Background: an optimization exercise with open tools, aiming at small area and a short achievable clock period. Do not read the settings as production practice. Where RTL was checked, it was by simulation tests only, not by an equivalence proof against the original.

==> inputs of wip/ember <==
==> flow/design.v <==
module output_timing#(
  parameter HFP_WIDTH=8,
  parameter HSW_WIDTH=4,
  parameter HBP_WIDTH=8,
  parameter HACTIVE_WIDTH=16,
  parameter DATA_WIDTH=8,
  parameter VFP_WIDTH=8,
  parameter VSW_WIDTH=4,
  parameter VBP_WIDTH=8,
  parameter VACTIVE_WIDTH=16
)(
  input                       clk,
  input                       rst_n,
  input                       sync_en,
  input                       hpol_i,
  input [HFP_WIDTH-1:0]       hfp_i,
  input [HSW_WIDTH-1:0]       hsw_i,
  input [HBP_WIDTH-1:0]       hbp_i,
  input [HACTIVE_WIDTH-1:0]   hactive_i,
  input [VFP_WIDTH-1:0]       vfp_i,
  input [VSW_WIDTH-1:0]       vsw_i,
  input [VBP_WIDTH-1:0]       vbp_i,
  input [VACTIVE_WIDTH-1:0]   vactive_i,
  input [DATA_WIDTH-1:0]      datar_i,
  input [DATA_WIDTH-1:0]      datag_i,
  input [DATA_WIDTH-1:0]      datab_i,
  output [DATA_WIDTH-1:0]     datar_o,
  output [DATA_WIDTH-1:0]     datag_o,
  output [DATA_WIDTH-1:0]     datab_o,
  output                      hsync_o,
  output                      vsync_o,
  output                      de_o
);
localparam [1:0] FP = 2'd0, SW = 2'd1, BP = 2'd2, POST = 2'd3;
localparam [1:0] PRE = 2'd0, ACT = 2'd1, END = 2'd2, UNR = 2'd3;
function [6:0] wrapinfo;
  input [7:0] fp;
  input [3:0] sw;
  input [7:0] bp;
  reg   [3:0] s, k;
  reg   [4:1] g, t;
  reg   [5:2] c;
  reg   [5:0] n;
  begin
    s = fp[3:0] ^ bp[3:0] ^ sw;
    k = (fp[3:0] & bp[3:0]) | (fp[3:0] & sw) | (bp[3:0] & sw);
    g = {1'b0, s[3:1] & k[2:0]};
    t = {k[3], s[3:1] | k[2:0]};
    c[2] = g[1];
    c[3] = g[2] | (t[2] & g[1]);
    c[4] = g[3] | (t[3] & g[2]) | (t[3] & t[2] & g[1]);
    c[5] = (t[4] & g[3]) | (t[4] & t[3] & g[2]) | (t[4] & t[3] & t[2] & g[1]);
    n = {c[5], k[3] ^ c[4], s[3] ^ k[2] ^ c[3], s[2] ^ k[1] ^ c[2], s[1] ^ k[0], s[0]};
    wrapinfo = {(&fp[7:4]) & (&bp[7:4]) & c[5], n == 6'd32, n == 6'd33, n[3:0]};
  end
endfunction
wire hfp_z = ~|hfp_i;
wire hsw_z = ~|hsw_i;
wire hbp_z = ~|hbp_i;
wire hfp_1 = (hfp_i == 8'd1);
wire hsw_1 = (hsw_i == 4'd1);
wire hbp_1 = (hbp_i == 8'd1);
wire hfp_2 = (hfp_i == 8'd2);
wire hsw_2 = (hsw_i == 4'd2);
wire hbp_2 = (hbp_i == 8'd2);
wire ha_z  = ~|hactive_i;
wire ha_1  = (hactive_i == 16'd1);
wire ha_2  = (hactive_i == 16'd2);
wire [6:0] hwi = wrapinfo(hfp_i, hsw_i, hbp_i);
reg       hw_r, hc0_r, hc1_r, ha_zr, ha_1r, ha_2r, hpfp_r, hpsw_r;
reg [3:0] hcw_r;
always @(posedge clk) begin
  hw_r   <= hwi[6];
  hcw_r  <= hwi[3:0];
  hc0_r  <= (hwi[6] & hwi[5]) | (hfp_z & hsw_z & hbp_z);
  hc1_r  <= (hwi[6] & hwi[4]) | (hfp_1 & hsw_z & hbp_z) | (hfp_z & hsw_1 & hbp_z)
          | (hfp_z & hsw_z & hbp_1);
  ha_zr  <= ha_z;
  ha_1r  <= ha_1;
  ha_2r  <= ha_2;
  hpfp_r <= hsw_z & hbp_z;
  hpsw_r <= hbp_z;
end
wire [1:0] he0_p = hc0_r ? (ha_zr ? END : ACT) : PRE;
wire       he0_l = hc0_r ? ha_1r : (hcw_r == 4'd1);
wire [1:0] he1_p = hc0_r ? ((ha_zr | ha_1r) ? END : ACT)
                 : hc1_r ? (ha_zr ? END : ACT) : PRE;
wire       he1_l = hc0_r ? ha_2r : hc1_r ? ha_1r : (hcw_r == 4'd2);
wire       he1_3 = !hc1_r;      
reg [1:0] hsp_r;
reg [7:0] hsk_r;     
reg       hsl_r;     
wire [1:0] hp0   = !hfp_z ? FP : !hsw_z ? SW : !hbp_z ? BP : POST;
wire [1:0] hp0n  = !hfp_z ? (!hsw_z ? SW : !hbp_z ? BP : POST)
                 : !hsw_z ? (!hbp_z ? BP : POST) : POST;
wire       hl0_1 = !hfp_z ? hfp_1 : !hsw_z ? hsw_1 : hbp_1;
wire       hl0_2 = !hfp_z ? hfp_2 : !hsw_z ? hsw_2 : hbp_2;
wire       hl0n1 = !hfp_z ? (!hsw_z ? hsw_1 : hbp_1) : hbp_1;
wire [1:0] hp1   = hl0_1 ? hp0n : hp0;
wire       hs1_3 = !hl0_1;
wire       hs1_l = hl0_1 ? hl0n1 : hl0_2;
wire [1:0] hsn = (hsp_r == FP) ? (!hsw_z ? SW : !hbp_z ? BP : POST)
               : (hsp_r == SW) ? (!hbp_z ? BP : POST) : POST;
wire       hsn_1 = (hsp_r == FP) ? (!hsw_z ? hsw_1 : hbp_1) : hbp_1;
wire       hsa_post = (hsp_r == POST)
                    | (hsl_r & ((hsp_r == BP) | ((hsp_r == FP) & hpfp_r) | ((hsp_r == SW) & hpsw_r)));
wire [7:0] hs_len = (hsp_r == FP) ? hfp_i : (hsp_r == SW) ? {4'd0, hsw_i} : hbp_i;
reg [1:0]  hep_r;
reg [15:0] hke_r;    
reg        hel_r;
wire        hunr  = (hep_r == UNR);
wire [1:0]  he_p  = hunr ? he1_p : hep_r;
wire        he_l  = hunr ? he1_l : hel_r;
wire [15:0] he_k  = {hke_r[15:2], hke_r[1] | hunr, hke_r[0] | (hunr & he1_3)};
wire h_reach_c = hw_r ? he_l : hsa_post;
wire h_at_end  = (he_p == END);
wire h_end     = ((he_p == ACT) & he_l) | ((he_p == PRE) & h_reach_c & ha_zr);
always @(posedge clk) begin
  if (!rst_n | h_at_end) begin
    hsp_r <= hp1;
    hsk_r <= {6'd1, hs1_3};
    hsl_r <= hs1_l;
  end else if (!sync_en) begin
    hsp_r <= hp0;
    hsk_r <= 8'd2;
    hsl_r <= hl0_1;
  end else if (hsl_r) begin
    hsp_r <= hsn;
    hsk_r <= 8'd2;
    hsl_r <= hsn_1;
  end else begin
    hsk_r <= hsk_r + 8'd1;
    hsl_r <= (hsk_r == hs_len);
  end
end
always @(posedge clk) begin
  if (!rst_n) begin
    hep_r <= UNR;
    hke_r <= 16'd0;
  end else if (h_at_end) begin
    hep_r <= he1_p;
    hke_r <= {15'd1, he1_3};
    hel_r <= he1_l;
  end else if (!sync_en) begin
    hep_r <= he0_p;
    hke_r <= 16'd2;
    hel_r <= he0_l;
  end else if ((he_p == PRE) & h_reach_c) begin
    hep_r <= ha_zr ? END : ACT;
    hke_r <= 16'd2;
    hel_r <= ha_1r;
  end else if ((he_p == ACT) & he_l) begin
    hep_r <= END;
  end else begin
    hep_r <= he_p;
    hke_r <= he_k + 16'd1;
    hel_r <= (he_p == PRE) ? (he_k[3:0] == hcw_r) : (he_k == hactive_i);
  end
end
reg hsync_r, de_r;
always @(posedge clk) begin
  hsync_r <= rst_n & sync_en & (hsp_r == SW);
  de_r    <= rst_n & sync_en & (he_p == ACT);
end
assign hsync_o = hsync_r;
assign de_o    = de_r;
wire vfp_z = ~|vfp_i;
wire vsw_z = ~|vsw_i;
wire vbp_z = ~|vbp_i;
wire vfp_1 = (vfp_i == 8'd1);
wire vsw_1 = (vsw_i == 4'd1);
wire vbp_1 = (vbp_i == 8'd1);
wire va_z  = ~|vactive_i;
wire va_1  = (vactive_i == 16'd1);
wire [6:0] vwi = wrapinfo(vfp_i, vsw_i, vbp_i);
reg       vw_r, vc0_r, va_zr, va_1r, vpfp_r, vpsw_r;
reg [3:0] vcw_r;
always @(posedge clk) begin
  vw_r   <= vwi[6];
  vcw_r  <= vwi[3:0];
  vc0_r  <= (vwi[6] & vwi[5]) | (vfp_z & vsw_z & vbp_z);
  va_zr  <= va_z;
  va_1r  <= va_1;
  vpfp_r <= vsw_z & vbp_z;
  vpsw_r <= vbp_z;
end
wire [1:0] ve0_p = vc0_r ? (va_zr ? END : ACT) : PRE;
wire       ve0_l = vc0_r ? va_1r : (vcw_r == 4'd1);
reg [1:0] vsp_r;
reg [7:0] vsk_r;
reg       vsl_r;
wire [1:0] vp0   = !vfp_z ? FP : !vsw_z ? SW : !vbp_z ? BP : POST;
wire       vl0_1 = !vfp_z ? vfp_1 : !vsw_z ? vsw_1 : vbp_1;
wire [1:0] vsn = (vsp_r == FP) ? (!vsw_z ? SW : !vbp_z ? BP : POST)
               : (vsp_r == SW) ? (!vbp_z ? BP : POST) : POST;
wire       vsn_1 = (vsp_r == FP) ? (!vsw_z ? vsw_1 : vbp_1) : vbp_1;
wire       vsa_post = (vsp_r == POST)
                    | (vsl_r & ((vsp_r == BP) | ((vsp_r == FP) & vpfp_r) | ((vsp_r == SW) & vpsw_r)));
wire [7:0] vs_len = (vsp_r == FP) ? vfp_i : (vsp_r == SW) ? {4'd0, vsw_i} : vbp_i;
reg [1:0]  vep_r;
reg [15:0] vke_r;
reg        vel_r;
wire        vunr  = (vep_r == UNR);
wire [1:0]  ve_p  = vunr ? ve0_p : vep_r;
wire        ve_l  = vunr ? ve0_l : vel_r;
wire [15:0] ve_k  = {vke_r[15:2], vke_r[1] | vunr, vke_r[0]};
wire v_reach_c = vw_r ? ve_l : vsa_post;
wire v_last    = (ve_p == END) | ((ve_p == ACT) & ve_l)
               | ((ve_p == PRE) & v_reach_c & va_zr);
always @(posedge clk) begin
  if (!rst_n | v_last) begin
    vsp_r <= vp0;
    vsk_r <= 8'd2;
    vsl_r <= vl0_1;
  end else if (h_end) begin
    if (vsl_r) begin
      vsp_r <= vsn;
      vsk_r <= 8'd2;
      vsl_r <= vsn_1;
    end else begin
      vsk_r <= vsk_r + 8'd1;
      vsl_r <= (vsk_r == vs_len);
    end
  end
end
always @(posedge clk) begin
  if (!rst_n) begin
    vep_r <= UNR;
    vke_r <= 16'd0;
  end else if (v_last) begin
    vep_r <= ve0_p;
    vke_r <= 16'd2;
    vel_r <= ve0_l;
  end else if (h_end) begin
    if ((ve_p == PRE) & v_reach_c) begin
      vep_r <= ACT;
      vke_r <= 16'd2;
      vel_r <= va_1r;
    end else begin
      vep_r <= ve_p;
      vke_r <= ve_k + 16'd1;
      vel_r <= (ve_p == PRE) ? (ve_k[3:0] == vcw_r) : (ve_k == vactive_i);
    end
  end
end
reg vsync_r;
always @(posedge clk) begin
  vsync_r <= rst_n & (vw_r ? (vsp_r != FP) : ((vsp_r == SW) | (ve_p == ACT)));
end
assign vsync_o = vsync_r;
reg [DATA_WIDTH-1:0] datar_r;
reg [DATA_WIDTH-1:0] datag_r;
reg [DATA_WIDTH-1:0] datab_r;
always @(posedge clk) begin
  if (!rst_n) begin
    datar_r <= {DATA_WIDTH{1'b0}};
    datag_r <= {DATA_WIDTH{1'b0}};
    datab_r <= {DATA_WIDTH{1'b0}};
  end else begin
    datar_r <= datar_i;
    datag_r <= datag_i;
    datab_r <= datab_i;
  end
end
assign datar_o = datar_r;
assign datag_o = datag_r;
assign datab_o = datab_r;
endmodule
==> flow/flow/run.sh <==
#!/bin/bash
# Standard ORFS layout, with plain buf_2 cells as the port buffers instead of
# the default delay-buffer cells, and timing repair aiming at 5.5 ns of setup
# slack.  Each tool's log is under orfs/logs/; make's output is in flow_make.log.
set -euo pipefail
bash standard.sh "BUFFER_PORTS_ARGS=-buffer_cell sky130_fd_sc_hd__buf_2" SETUP_SLACK_MARGIN=5.5 finish > flow_make.log 2>&1
==> flow/standard.sh <==
#!/bin/bash
# synth_recipe.tcl (not shown) runs the flow's synth.tcl, then flattens the netlist and writes it again
# the make line also repeats each setting of config.mk as NAME=value (left out here)
make -C /OpenROAD-flow-scripts/flow DESIGN_CONFIG=/design/flow/config.mk WORK_HOME=/design/flow/orfs CLKGATE_MAP_FILE= SYNTH_SCRIPT=/design/flow/synth_recipe.tcl "${@:-finish}"
==> flow/config.mk <==
export PLATFORM = sky130hd
export DESIGN_NAME = output_timing
export DESIGN_NICKNAME = output_timing
export VERILOG_FILES = /design/flow/design.v
export SDC_FILE = /design/flow/constraint.sdc
export NUM_CORES = 4
export LEC_CHECK = 0
export CAP_MARGIN = 20
export CORE_MARGIN = 2
export CORE_UTILIZATION = 40
export SLEW_MARGIN = 20
==> flow/constraint.sdc <==
create_clock -name core_clock -period 8.0 [get_ports {clk}]
set_input_delay 1.6000 -clock core_clock [delete_from_list [all_inputs] [get_ports {clk}]]
set_output_delay 1.6000 -clock core_clock [all_outputs]
set_load 0.01 [all_outputs]
==> inputs of wip/zinc, as changes to wip/ember <==
--- a/flow/design.v
+++ b/flow/design.v
@@ -35,3 +35,3 @@
 localparam [1:0] PRE = 2'd0, ACT = 2'd1, END = 2'd2, UNR = 2'd3;
-function [6:0] wrapinfo;
+function [7:0] csa;
   input [7:0] fp;
@@ -39,17 +39,37 @@
   input [7:0] bp;
+  begin
+    csa = {fp[3:0] ^ bp[3:0] ^ sw,
+           (fp[3:0] & bp[3:0]) | (fp[3:0] & sw) | (bp[3:0] & sw)};
+  end
+endfunction
+function eqk;
+  input [7:0] sk;
+  input [5:0] c;
+  reg   [5:0] x, y, g;
+  begin
+    x   = {2'b00, sk[7:4]};
+    y   = {1'b0, sk[3:0], 1'b0};
+    g   = (x & y) | ((x | y) & ~c);
+    eqk = ((x ^ y ^ c) == {g[4:0], 1'b0});
+  end
+endfunction
+function [4:0] wrapinfo;
+  input [7:0] fp;
+  input [3:0] sw;
+  input [7:0] bp;
+  reg   [7:0] sk;
   reg   [3:0] s, k;
-  reg   [4:1] g, t;
-  reg   [5:2] c;
-  reg   [5:0] n;
+  reg         g1, g2, g3, t2, t3, c3;
   begin
-    s = fp[3:0] ^ bp[3:0] ^ sw;
-    k = (fp[3:0] & bp[3:0]) | (fp[3:0] & sw) | (bp[3:0] & sw);
-    g = {1'b0, s[3:1] & k[2:0]};
-    t = {k[3], s[3:1] | k[2:0]};
-    c[2] = g[1];
-    c[3] = g[2] | (t[2] & g[1]);
-    c[4] = g[3] | (t[3] & g[2]) | (t[3] & t[2] & g[1]);
-    c[5] = (t[4] & g[3]) | (t[4] & t[3] & g[2]) | (t[4] & t[3] & t[2] & g[1]);
-    n = {c[5], k[3] ^ c[4], s[3] ^ k[2] ^ c[3], s[2] ^ k[1] ^ c[2], s[1] ^ k[0], s[0]};
-    wrapinfo = {(&fp[7:4]) & (&bp[7:4]) & c[5], n == 6'd32, n == 6'd33, n[3:0]};
+    sk = csa(fp, sw, bp);
+    s  = sk[7:4];
+    k  = sk[3:0];
+    g1 = s[1] & k[0];
+    g2 = s[2] & k[1];
+    g3 = s[3] & k[2];
+    t2 = s[2] | k[1];
+    t3 = s[3] | k[2];
+    c3 = g2 | (t2 & g1);
+    wrapinfo = {(&fp[7:4]) & (&bp[7:4]) & k[3] & (g3 | (t3 & c3)),
+                s[3] ^ k[2] ^ c3, s[2] ^ k[1] ^ g1, s[1] ^ k[0], s[0]};
   end
@@ -68,3 +88,5 @@
 wire ha_2  = (hactive_i == 16'd2);
-wire [6:0] hwi = wrapinfo(hfp_i, hsw_i, hbp_i);
+wire [4:0] hwi = wrapinfo(hfp_i, hsw_i, hbp_i);
+wire [7:0] hcs = csa(hfp_i, hsw_i, hbp_i);
+wire       hff = (&hfp_i[7:4]) & (&hbp_i[7:4]);
 reg       hw_r, hc0_r, hc1_r, ha_zr, ha_1r, ha_2r, hpfp_r, hpsw_r;
@@ -72,6 +94,6 @@
 always @(posedge clk) begin
-  hw_r   <= hwi[6];
+  hw_r   <= hwi[4];
   hcw_r  <= hwi[3:0];
-  hc0_r  <= (hwi[6] & hwi[5]) | (hfp_z & hsw_z & hbp_z);
-  hc1_r  <= (hwi[6] & hwi[4]) | (hfp_1 & hsw_z & hbp_z) | (hfp_z & hsw_1 & hbp_z)
+  hc0_r  <= (hff & eqk(hcs, 6'd32)) | (hfp_z & hsw_z & hbp_z);
+  hc1_r  <= (hff & eqk(hcs, 6'd33)) | (hfp_1 & hsw_z & hbp_z) | (hfp_z & hsw_1 & hbp_z)
           | (hfp_z & hsw_z & hbp_1);
@@ -174,9 +196,14 @@
 wire va_1  = (vactive_i == 16'd1);
-wire [6:0] vwi = wrapinfo(vfp_i, vsw_i, vbp_i);
-reg       vw_r, vc0_r, va_zr, va_1r, vpfp_r, vpsw_r;
+wire [1:0] vp0   = !vfp_z ? FP : !vsw_z ? SW : !vbp_z ? BP : POST;
+wire       vl0_1 = !vfp_z ? vfp_1 : !vsw_z ? vsw_1 : vbp_1;
+wire [4:0] vwi = wrapinfo(vfp_i, vsw_i, vbp_i);
+wire [7:0] vcs = csa(vfp_i, vsw_i, vbp_i);
+wire       vff = (&vfp_i[7:4]) & (&vbp_i[7:4]);
+reg       vw_r, vc0_r, va_zr, va_1r, vpfp_r, vpsw_r, vl0_1r;
+reg [1:0] vp0_r;
 reg [3:0] vcw_r;
 always @(posedge clk) begin
-  vw_r   <= vwi[6];
+  vw_r   <= vwi[4];
   vcw_r  <= vwi[3:0];
-  vc0_r  <= (vwi[6] & vwi[5]) | (vfp_z & vsw_z & vbp_z);
+  vc0_r  <= (vff & eqk(vcs, 6'd32)) | (vfp_z & vsw_z & vbp_z);
   va_zr  <= va_z;
@@ -185,2 +212,4 @@
   vpsw_r <= vbp_z;
+  vp0_r  <= vp0;
+  vl0_1r <= vl0_1;
 end
@@ -191,10 +220,12 @@
 reg       vsl_r;
-wire [1:0] vp0   = !vfp_z ? FP : !vsw_z ? SW : !vbp_z ? BP : POST;
-wire       vl0_1 = !vfp_z ? vfp_1 : !vsw_z ? vsw_1 : vbp_1;
-wire [1:0] vsn = (vsp_r == FP) ? (!vsw_z ? SW : !vbp_z ? BP : POST)
-               : (vsp_r == SW) ? (!vbp_z ? BP : POST) : POST;
-wire       vsn_1 = (vsp_r == FP) ? (!vsw_z ? vsw_1 : vbp_1) : vbp_1;
-wire       vsa_post = (vsp_r == POST)
-                    | (vsl_r & ((vsp_r == BP) | ((vsp_r == FP) & vpfp_r) | ((vsp_r == SW) & vpsw_r)));
-wire [7:0] vs_len = (vsp_r == FP) ? vfp_i : (vsp_r == SW) ? {4'd0, vsw_i} : vbp_i;
+wire       vunr  = (vep_r == UNR);
+wire [1:0] vsp_e = vunr ? vp0_r : vsp_r;
+wire       vsl_e = vunr ? vl0_1r : vsl_r;
+wire [7:0] vsk_e = {vsk_r[7:2], vsk_r[1] | vunr, vsk_r[0]};
+wire [1:0] vsn = (vsp_e == FP) ? (!vsw_z ? SW : !vbp_z ? BP : POST)
+               : (vsp_e == SW) ? (!vbp_z ? BP : POST) : POST;
+wire       vsn_1 = (vsp_e == FP) ? (!vsw_z ? vsw_1 : vbp_1) : vbp_1;
+wire       vsa_post = (vsp_e == POST)
+                    | (vsl_e & ((vsp_e == BP) | ((vsp_e == FP) & vpfp_r) | ((vsp_e == SW) & vpsw_r)));
+wire [7:0] vs_len = (vsp_e == FP) ? vfp_i : (vsp_e == SW) ? {4'd0, vsw_i} : vbp_i;
 reg [1:0]  vep_r;
@@ -202,3 +233,2 @@
 reg        vel_r;
-wire        vunr  = (vep_r == UNR);
 wire [1:0]  ve_p  = vunr ? ve0_p : vep_r;
@@ -211,7 +241,5 @@
   if (!rst_n | v_last) begin
-    vsp_r <= vp0;
-    vsk_r <= 8'd2;
-    vsl_r <= vl0_1;
+    vsk_r <= 8'd0;
   end else if (h_end) begin
-    if (vsl_r) begin
+    if (vsl_e) begin
       vsp_r <= vsn;
@@ -220,4 +248,5 @@
     end else begin
-      vsk_r <= vsk_r + 8'd1;
-      vsl_r <= (vsk_r == vs_len);
+      vsp_r <= vsp_e;
+      vsk_r <= vsk_e + 8'd1;
+      vsl_r <= (vsk_e == vs_len);
     end
@@ -230,5 +259,4 @@
   end else if (v_last) begin
-    vep_r <= ve0_p;
-    vke_r <= 16'd2;
-    vel_r <= ve0_l;
+    vep_r <= UNR;
+    vke_r <= 16'd0;
   end else if (h_end) begin
@@ -247,3 +275,3 @@
 always @(posedge clk) begin
-  vsync_r <= rst_n & (vw_r ? (vsp_r != FP) : ((vsp_r == SW) | (ve_p == ACT)));
+  vsync_r <= rst_n & (vw_r ? (vsp_e != FP) : ((vsp_e == SW) | (ve_p == ACT)));
 end
==> flow/flow/run.sh (replaced) <==
#!/bin/bash
# Standard ORFS layout, with plain buf_1 cells as the port buffers instead of
# the default delay-buffer cells, and timing repair aiming at 5.0 ns of setup
# slack.  Each tool's log is under orfs/logs/; make's output is in flow_make.log.
set -euo pipefail
bash standard.sh "BUFFER_PORTS_ARGS=-buffer_cell sky130_fd_sc_hd__buf_1" SETUP_SLACK_MARGIN=5.0 finish > flow_make.log 2>&1
--- a/flow/config.mk
+++ b/flow/config.mk
@@ -9,3 +9,3 @@
 export CORE_MARGIN = 2
-export CORE_UTILIZATION = 40
+export CORE_UTILIZATION = 65
 export SLEW_MARGIN = 20
==> inputs of wip/nickel, as changes to wip/ember <==
--- a/flow/design.v
+++ b/flow/design.v
@@ -39,17 +39,6 @@
   input [7:0] bp;
-  reg   [3:0] s, k;
-  reg   [4:1] g, t;
-  reg   [5:2] c;
   reg   [5:0] n;
   begin
-    s = fp[3:0] ^ bp[3:0] ^ sw;
-    k = (fp[3:0] & bp[3:0]) | (fp[3:0] & sw) | (bp[3:0] & sw);
-    g = {1'b0, s[3:1] & k[2:0]};
-    t = {k[3], s[3:1] | k[2:0]};
-    c[2] = g[1];
-    c[3] = g[2] | (t[2] & g[1]);
-    c[4] = g[3] | (t[3] & g[2]) | (t[3] & t[2] & g[1]);
-    c[5] = (t[4] & g[3]) | (t[4] & t[3] & g[2]) | (t[4] & t[3] & t[2] & g[1]);
-    n = {c[5], k[3] ^ c[4], s[3] ^ k[2] ^ c[3], s[2] ^ k[1] ^ c[2], s[1] ^ k[0], s[0]};
-    wrapinfo = {(&fp[7:4]) & (&bp[7:4]) & c[5], n == 6'd32, n == 6'd33, n[3:0]};
+    n = fp[3:0] + bp[3:0] + sw;
+    wrapinfo = {(&fp[7:4]) & (&bp[7:4]) & n[5], n == 6'd32, n == 6'd33, n[3:0]};
   end
==> results.ini <==
[route]
vias = 5720

[global_route]
grt_pass1_wl_um = 26000
grt_max_degree = 32

[floorplan]
fp.coreArea_sq_um = 15200
die_area_sq_um = 16500

[timing]
slew_headroom_pct = 55.0

[yosys]
synth_top_area_share_pct = 32.9

[status]
status = timing/DRC/antenna clean

[layout]
multiInputGateArea_sq_um = 4060

[pwr]
ir_worst_vdd_mv = 0.118
powerSeq_mw = 0.632

That was wip/nickel.
==> results.ini <==
[status]
status = timing/DRC/antenna clean

[layout]
multiInputGateArea_sq_um = 4190

[floorplan]
fp.coreArea_sq_um = 15700
die_area_sq_um = 17000

[global_route]
antenna_found_initial = 0
grt_max_degree = 20
grt_pass1_wl_um = 26200

[pwr]
ir_worst_vdd_mv = 0.123
powerSeq_mw = 0.650

[route]
vias = 5833

[yosys]
synth_top_area_share_pct = 32.0

That was wip/ember.
==> results.ini <==
[status]
status = timing/DRC/antenna clean

[yosys]
synth_top_area_share_pct = 33.5

[pwr]
ir_worst_vdd_mv = 0.0899
powerSeq_mw = 0.624

[global_route]
grt_pass1_wl_um = 22500
grt_max_degree = 34

[route]
vias = 5364
wl_met2_um = 6910

[layout]
multiInputGateArea_sq_um = 3810

[floorplan]
fp.coreArea_sq_um = 9280

[timing]
slew_headroom_pct = 48.7

[place]
dpl.cell_count = 933

That was wip/zinc.
Only the layout flow was run in wip/ember; the RTL was not checked for function there.

[separate check: timing with driven ports]
In the flow no input, the clock included, has a driving cell. The finished layouts below were timed again as built, in two steps. Step 1 (the two cells are an assumption about what drives the block):
set clk [get_ports {clk}]
set_driving_cell -lib_cell sky130_fd_sc_hd__clkbuf_16 $clk
set_driving_cell -lib_cell sky130_fd_sc_hd__buf_2 [delete_from_list [all_inputs] $clk]
Step 2 also shifts input and output timing later by t, the mid clock arrival at the registers, as if the neighbouring blocks saw the same clock. a / b / c = ideal ports / drivers / drivers and shift; a / b = the first two.
| run | t (ns) | setup WS [ns] | hold slack, ns |
|---|---|---|---|
| wip/ember | 0.391 | 4.843 / 4.850 / 4.459 | 0.501 / 0.501 / 0.501 |
| wip/zinc | 0.406 | 5.016 / 5.031 / 4.625 | 0.505 / 0.505 / 0.505 |
| wip/nickel | 0.395 | 4.874 / 4.878 / 4.483 | 0.479 / 0.479 / 0.479 |
After both steps setup and hold are still met in every run listed.
